This design comes from an exercise in tuning for small area on the open sky130 flow, not from production work.
Only simulation tests tie the RTL to the original design; equivalence was not proved.
The flow treats the clock pin as an ideal source. Dropping or thinning the clock tree relies on that and would not hold on a real chip.
Power and IR drop assume default switching activity.

==> inputs of v6 <==
Design SmartParkingSystem, start of the top module:
module SmartParkingSystem(
    input clk,
    input reset_n,
    input echo,
    input [3:0] ir_sensors,
    output reg trigger,
    output reg servo_pwm,
    output reg red_led,
    output reg green_led
);
==> module SmartParkingSystem, before the edit <==
module SmartParkingSystem(
    input clk,
    input reset_n,
    input echo,
    input [3:0] ir_sensors,
    output reg trigger,
    output reg servo_pwm,
    output reg red_led,
    output reg green_led
);
localparam [21:0] U_POS0 = 22'h20ef50;    
reg  [21:0] u;
reg         u_wrap_d;    
wire u_wrap = (~u[21] & u[20] & ~u[19] & ~u[18] & ~u[17] & ~u[16] & ~u[15] & u[14] & u[13] & ~u[11] & u[10] & u[9] & u[8] & u[7] & ~u[6] & u[5] & ~u[4] & u[3] & ~u[2] & ~u[1] & ~u[0]);
wire u_500  = (u[15] & ~u[10] & ~u[8] & ~u[6] & u[5] & u[1] & ~u[0]);
always @(posedge clk or negedge reset_n) begin
    if (!reset_n) begin
        u        <= U_POS0;
        u_wrap_d <= 1'b1;
        trigger  <= 1'b0;
    end else begin
        u        <= {u[20:0], u[21] ^ u[20] ^ u_wrap};
        u_wrap_d <= u_wrap;
        trigger  <= u_wrap_d | (trigger & ~u_500);
    end
end
localparam [10:0] E_ZERO = 11'h525;   
localparam [10:0] EPOL   = 11'h2aa;
reg  [10:0] e_r;
reg         vehicle_detected;
wire [10:0] e = e_r ^ EPOL;
wire        e_low  = &e[9:0];
wire        e_sat  = e_low & e[10];           
wire        e_nz   = (e_r != (E_ZERO ^ EPOL));  
wire [10:0] e_next = echo ? {e[9:0], ~(e[10] ^ e[8]) | e_low} : E_ZERO;
always @(posedge clk or negedge reset_n) begin
    if (!reset_n) begin
        e_r <= E_ZERO ^ EPOL;
        vehicle_detected <= 1'b0;
    end else begin
        e_r <= e_next ^ EPOL;
        if (!echo && e_nz)
            vehicle_detected <= ~e_sat;
    end
end
reg not_full;    
always @(posedge clk or negedge reset_n) begin
    if (!reset_n) not_full <= 1'b0;
    else          not_full <= ~&ir_sensors;
end
wire full = ~not_full;
reg  [21:0] c;
wire c_mid0   = ~|c[20:2];
wire c_low    = c_mid0 & ~c[21];            
wire c_idchk  = c_low & ~c[1];              
wire c_idle   = c_idchk & ~c[0];
wire c_check  = c_idchk & c[0];
wire c_close  = c_mid0 & c[21] & ~c[1] & ~c[0];    
wire c_jump   = (~c[21] & ~c[20] & c[19] & ~c[18] & ~c[17] & c[14] & c[13] & ~c[12] & ~c[11] & c[10] & ~c[9] & c[8] & ~c[7] & c[6] & ~c[5] & c[4] & c[3] & c[2] & c[1] & ~c[0]);
wire c_back   = c_check & full;             
wire c_fb     = (c_idle & vehicle_detected) |
                (~c_close & ~c_back & (c[21] ^ c[20] ^ c[8] ^ c[0] ^ c_jump));
reg duty_open;   
always @(posedge clk or negedge reset_n) begin
    if (!reset_n) begin
        c         <= 22'd0;
        duty_open <= 1'b0;
        red_led   <= 1'b0;
        green_led <= 1'b0;
    end else begin
        c         <= {c[20:1], c[0] & ~c_back, c_fb};
        duty_open <= ~c_low;
        if (c_idchk | c_close)
            red_led <= full;
        if (c_idchk)
            green_led <= ~full;
        else if (c_close)
            green_led <= 1'b0;
    end
end
localparam [19:0] P_POS0 = 20'hc7652;
reg  [19:0] p;
reg         p_lt50k;     
reg         p_lt100k;    
wire p_wrap  = (p[19] & p[18] & p[17] & ~p[16] & ~p[15] & ~p[14] & p[13] & p[12] & p[11] & ~p[10] & p[9] & p[8] & ~p[7] & ~p[6] & p[5] & ~p[4] & p[3] & ~p[2] & ~p[1] & p[0]);
wire p_49999 = (p[17] & p[14] & ~p[13] & ~p[12] & p[11] & ~p[10] & p[9] & p[7] & ~p[6] & ~p[5] & ~p[4] & ~p[3] & p[2] & ~p[0]);
wire p_99999 = (~p[16] & ~p[15] & p[14] & ~p[13] & ~p[11] & p[10] & ~p[9] & p[8] & p[7] & p[6] & ~p[5] & ~p[4] & p[3] & p[2] & p[1] & ~p[0]);
always @(posedge clk or negedge reset_n) begin
    if (!reset_n) begin
        p         <= P_POS0;
        p_lt50k   <= 1'b1;
        p_lt100k  <= 1'b1;
        servo_pwm <= 1'b0;
    end else begin
        p         <= {p[18:0], p[19] ^ p[16] ^ p_wrap};
        p_lt50k   <= p_wrap | (p_lt50k & ~p_49999);
        p_lt100k  <= p_wrap | (p_lt100k & ~p_99999);
        servo_pwm <= duty_open ? p_lt100k : p_lt50k;
    end
end
endmodule
export LEC_CHECK = 0
export ABC_CLOCK_PERIOD_IN_PS = 100000
export CAP_MARGIN = 20
export CORE_MARGIN = 2
export CORE_UTILIZATION = 78
export PLACE_DENSITY = 0.88
export SLEW_MARGIN = 20
create_clock -name core_clock -period 10.0 [get_ports {clk}]
standard.sh (not shown) runs the stock make flow with config.mk's settings and CLKGATE_MAP_FILE= SYNTH_SCRIPT=/design/flow/synth_recipe.tcl, a recipe that flattens the netlist after the stock synthesis.
==> flow/flow/run.sh <==
#!/bin/bash
# The standard ORFS layout with a hand-made one-level clock tree
# (flow/cts_pre.tcl, run as the PRE_CTS_TCL hook) and buf_1 port buffers.
# All tool output goes to standard.log in this folder.
set -e
export PRE_CTS_TCL=$PWD/flow/cts_pre.tcl
export PRE_FLOORPLAN_TCL=$PWD/flow/pre_fp.tcl
export HAND_CTS_BUF=${HAND_CTS_BUF:-sky130_fd_sc_hd__clkbuf_8}
export HAND_CTS_NX=${HAND_CTS_NX:-2}
export HAND_CTS_NY=${HAND_CTS_NY:-2}
export BUFFER_PORTS_ARGS="-buffer_cell sky130_fd_sc_hd__buf_1"
bash standard.sh > standard.log 2>&1
==> flow/flow/pre_fp.tcl <==
# PRE_FLOORPLAN hook: give every combinational cell from synthesis the smallest
# drive strength of its type (same function and pins); ORFS's repair_design
# later sizes up whatever needs it for slew and capacitance.
set db [ord::get_db]
set block [ord::get_db_block]
set bytype {}
foreach lib [$db getLibs] {
  foreach m [$lib getMasters] {
    set n [$m getName]
    if {[regexp {^(sky130_fd_sc_hd__[a-z0-9]+)_([0-9]+)$} $n -> base drive]} {
      dict lappend bytype $base $m
    }
  }
}
set dont_use [expr {[info exists ::env(DONT_USE_CELLS)] ? $::env(DONT_USE_CELLS) : ""}]
set nswap 0
foreach inst [$block getInsts] {
  set m [$inst getMaster]
  set n [$m getName]
  if {![regexp {^(sky130_fd_sc_hd__[a-z0-9]+)_([0-9]+)$} $n -> base drive]} { continue }
  if {[regexp {^sky130_fd_sc_hd__(df|sdf|edf|sedf|dl|sdl|clk|conb|tap|fill|decap|lpflow)} $n]} { continue }
  if {![dict exists $bytype $base]} { continue }
  set best $m
  foreach c [dict get $bytype $base] {
    if {[lsearch -exact $dont_use [$c getName]] >= 0} { continue }
    set a [expr {[$c getWidth] * [$c getHeight]}]
    set ab [expr {[$best getWidth] * [$best getHeight]}]
    if {$a < $ab} { set best $c }
  }
  if {$best ne $m} {
    $inst swapMaster $best
    incr nswap
  }
}
puts "pre_floorplan: downsized $nswap cells"
Other scripts of this flow, unchanged in this note and not shown: flow/flow/cts_pre.tcl
==> v18 (differences from v6) <==
--- a/flow/flow/run.sh
+++ b/flow/flow/run.sh
@@ -7,2 +7,4 @@
 export PRE_FLOORPLAN_TCL=$PWD/flow/pre_fp.tcl
+export PRE_RESIZE_TCL=$PWD/flow/pre_rsz.tcl
+export RESET_BUF_CELL=${RESET_BUF_CELL:-sky130_fd_sc_hd__buf_2}
 export HAND_CTS_BUF=${HAND_CTS_BUF:-sky130_fd_sc_hd__clkbuf_8}
==> flow/flow/pre_rsz.tcl (new file) <==
# PRE_RESIZE hook: the reset port's input buffer drives every flip-flop's
# reset pin; make it a buf_2 (enough for the slew limit there) and keep
# repair_design from resizing it.
set block [ord::get_db_block]
set master [[ord::get_db] findMaster $::env(RESET_BUF_CELL)]
set bt [$block findBTerm reset_n]
foreach it [[$bt getNet] getITerms] {
  set inst [$it getInst]
  if {[string match "sky130_fd_sc_hd__buf_*" [[$inst getMaster] getName]]} {
    $inst swapMaster $master
    set_dont_touch [get_cells [$inst getName]]
    puts "pre_resize: reset buffer [$inst getName] is $::env(RESET_BUF_CELL)"
  }
}
==> v13 (differences from v6) <==
--- a/flow/design.v
+++ b/flow/design.v
@@ -51,13 +51,13 @@
 wire full = ~not_full;
-reg  [21:0] c;
-wire c_mid0   = ~|c[20:2];
-wire c_low    = c_mid0 & ~c[21];            
-wire c_idchk  = c_low & ~c[1];              
+localparam [21:0] CPOL = 22'h2aaaaa;
+reg  [21:0] c_r;
+wire [21:0] c = c_r ^ CPOL;
+wire c_low    = ~|c[21:2];                  
+wire c_idchk  = c_low & ~c[1];             
 wire c_idle   = c_idchk & ~c[0];
 wire c_check  = c_idchk & c[0];
-wire c_close  = c_mid0 & c[21] & ~c[1] & ~c[0];    
-wire c_jump   = (~c[21] & ~c[20] & c[19] & ~c[18] & ~c[17] & c[14] & c[13] & ~c[12] & ~c[11] & c[10] & ~c[9] & c[8] & ~c[7] & c[6] & ~c[5] & c[4] & c[3] & c[2] & c[1] & ~c[0]);
-wire c_back   = c_check & full;             
-wire c_fb     = (c_idle & vehicle_detected) |
-                (~c_close & ~c_back & (c[21] ^ c[20] ^ c[8] ^ c[0] ^ c_jump));
+wire c_close  = (c[20] & ~c[19] & c[18] & ~c[17] & c[16] & ~c[15] & ~c[14] & c[13] & ~c[11] & ~c[10] & ~c[9] & c[8] & c[7] & ~c[6] & ~c[5] & c[4] & c[3] & ~c[2] & ~c[1] & ~c[0]);
+wire c_clr    = (c_check & full) | c_close;
+wire [21:0] c_next = c_clr ? 22'd0 :
+                     {c[20:0], (c[21] ^ c[0]) | (c_idle & vehicle_detected)};
 reg duty_open;   
@@ -65,3 +65,3 @@
     if (!reset_n) begin
-        c         <= 22'd0;
+        c_r       <= CPOL;
         duty_open <= 1'b0;
@@ -70,3 +70,3 @@
     end else begin
-        c         <= {c[20:1], c[0] & ~c_back, c_fb};
+        c_r       <= c_next ^ CPOL;
         duty_open <= ~c_low;
--- a/flow/flow/run.sh
+++ b/flow/flow/run.sh
@@ -6,3 +6,2 @@
 export PRE_CTS_TCL=$PWD/flow/cts_pre.tcl
-export PRE_FLOORPLAN_TCL=$PWD/flow/pre_fp.tcl
 export HAND_CTS_BUF=${HAND_CTS_BUF:-sky130_fd_sc_hd__clkbuf_8}
--- a/flow/config.mk
+++ b/flow/config.mk
@@ -7,7 +7,6 @@
 export LEC_CHECK = 0
-export ABC_CLOCK_PERIOD_IN_PS = 100000
 export CAP_MARGIN = 20
 export CORE_MARGIN = 2
-export CORE_UTILIZATION = 78
-export PLACE_DENSITY = 0.88
+export CORE_UTILIZATION = 70
+export PLACE_DENSITY = 0.8
 export SLEW_MARGIN = 20
removed: flow/flow/pre_fp.tcl
==> qor summary <==
item                                                                             v6                      v13                      v18
Status                                                      complete, no violations  complete, no violations  complete, no violations
Standby leakage power                                                    0.00125 uW               0.00128 uW               0.00125 uW
Routed len/inst                                                             22.5 um                  18.0 um                  22.5 um
Time the worst path needs with I/O delays and setup                         2720 ps                  2720 ps                  2720 ps
Global-route wire length before repair                                      8160 um                  7650 um                  8160 um
Xor and xnor area share after synthesis                                       1.28%                   0.915%                    1.28%
Mux share of post-synthesis cell area                                        0.778%                    1.31%                   0.778%
Detailed-routing wirelength on met1                                         2050 um                  2040 um                  2050 um
Util after Layout                                                             86.4%                    76.2%                    86.4%
Final setup margin                                                          7280 ps                  7280 ps                  7280 ps
Share of Yosys cell area claimed by the top area cell type                    49.5%                    38.4%                    49.5%
Final instance area                                                      2880 sq um               3030 sq um               2880 sq um
R2r startpoint                                                                 c[3]                  c_r[19]                     c[3]
Post-route non-filler standard cell count                                       232                      256                      232
In every run of this note, the design's own scripts or RTL, not TritonCTS, make the clock network.

-- separate check: timing with driven ports --
Ports are ideal in the flow. The routed layouts listed here were re-timed in OpenROAD. Step 1: set_driving_cell puts a clkbuf_16 on clk and a buf_2 on each other input, an assumption about the parent block. Step 2, shift: input delay + t, output delay - t, t = (earliest + latest rising clock arrival at the registers) / 2. This alone moves slack from input paths to output paths. Three values: ideal, step 1, step 2; two values: the first two.
| run | shift t [ns] | setup WS [ns] | worst hold slack (ns) | worst register clock-pin slew, ns | worst slew at a driven data input, ns |
|---|---|---|---|---|---|
| v6 | 0.219 | 7.283 / 7.230 / 7.163 | 0.368 / 0.368 / 0.368 | 0.11 / 0.11 | 0.03 |
| v18 | 0.219 | 7.283 / 7.230 / 7.163 | 0.368 / 0.368 / 0.368 | 0.11 / 0.11 | 0.03 |
| v13 | 0.220 | 7.282 / 7.227 / 7.105 | 0.371 / 0.371 / 0.371 | 0.12 / 0.12 | 0.03 |
After both steps every run listed still meets setup and hold. For v13, which loses most, drivers alone change the setup slack by -0.055 ns; drivers and shift together by -0.177 ns.
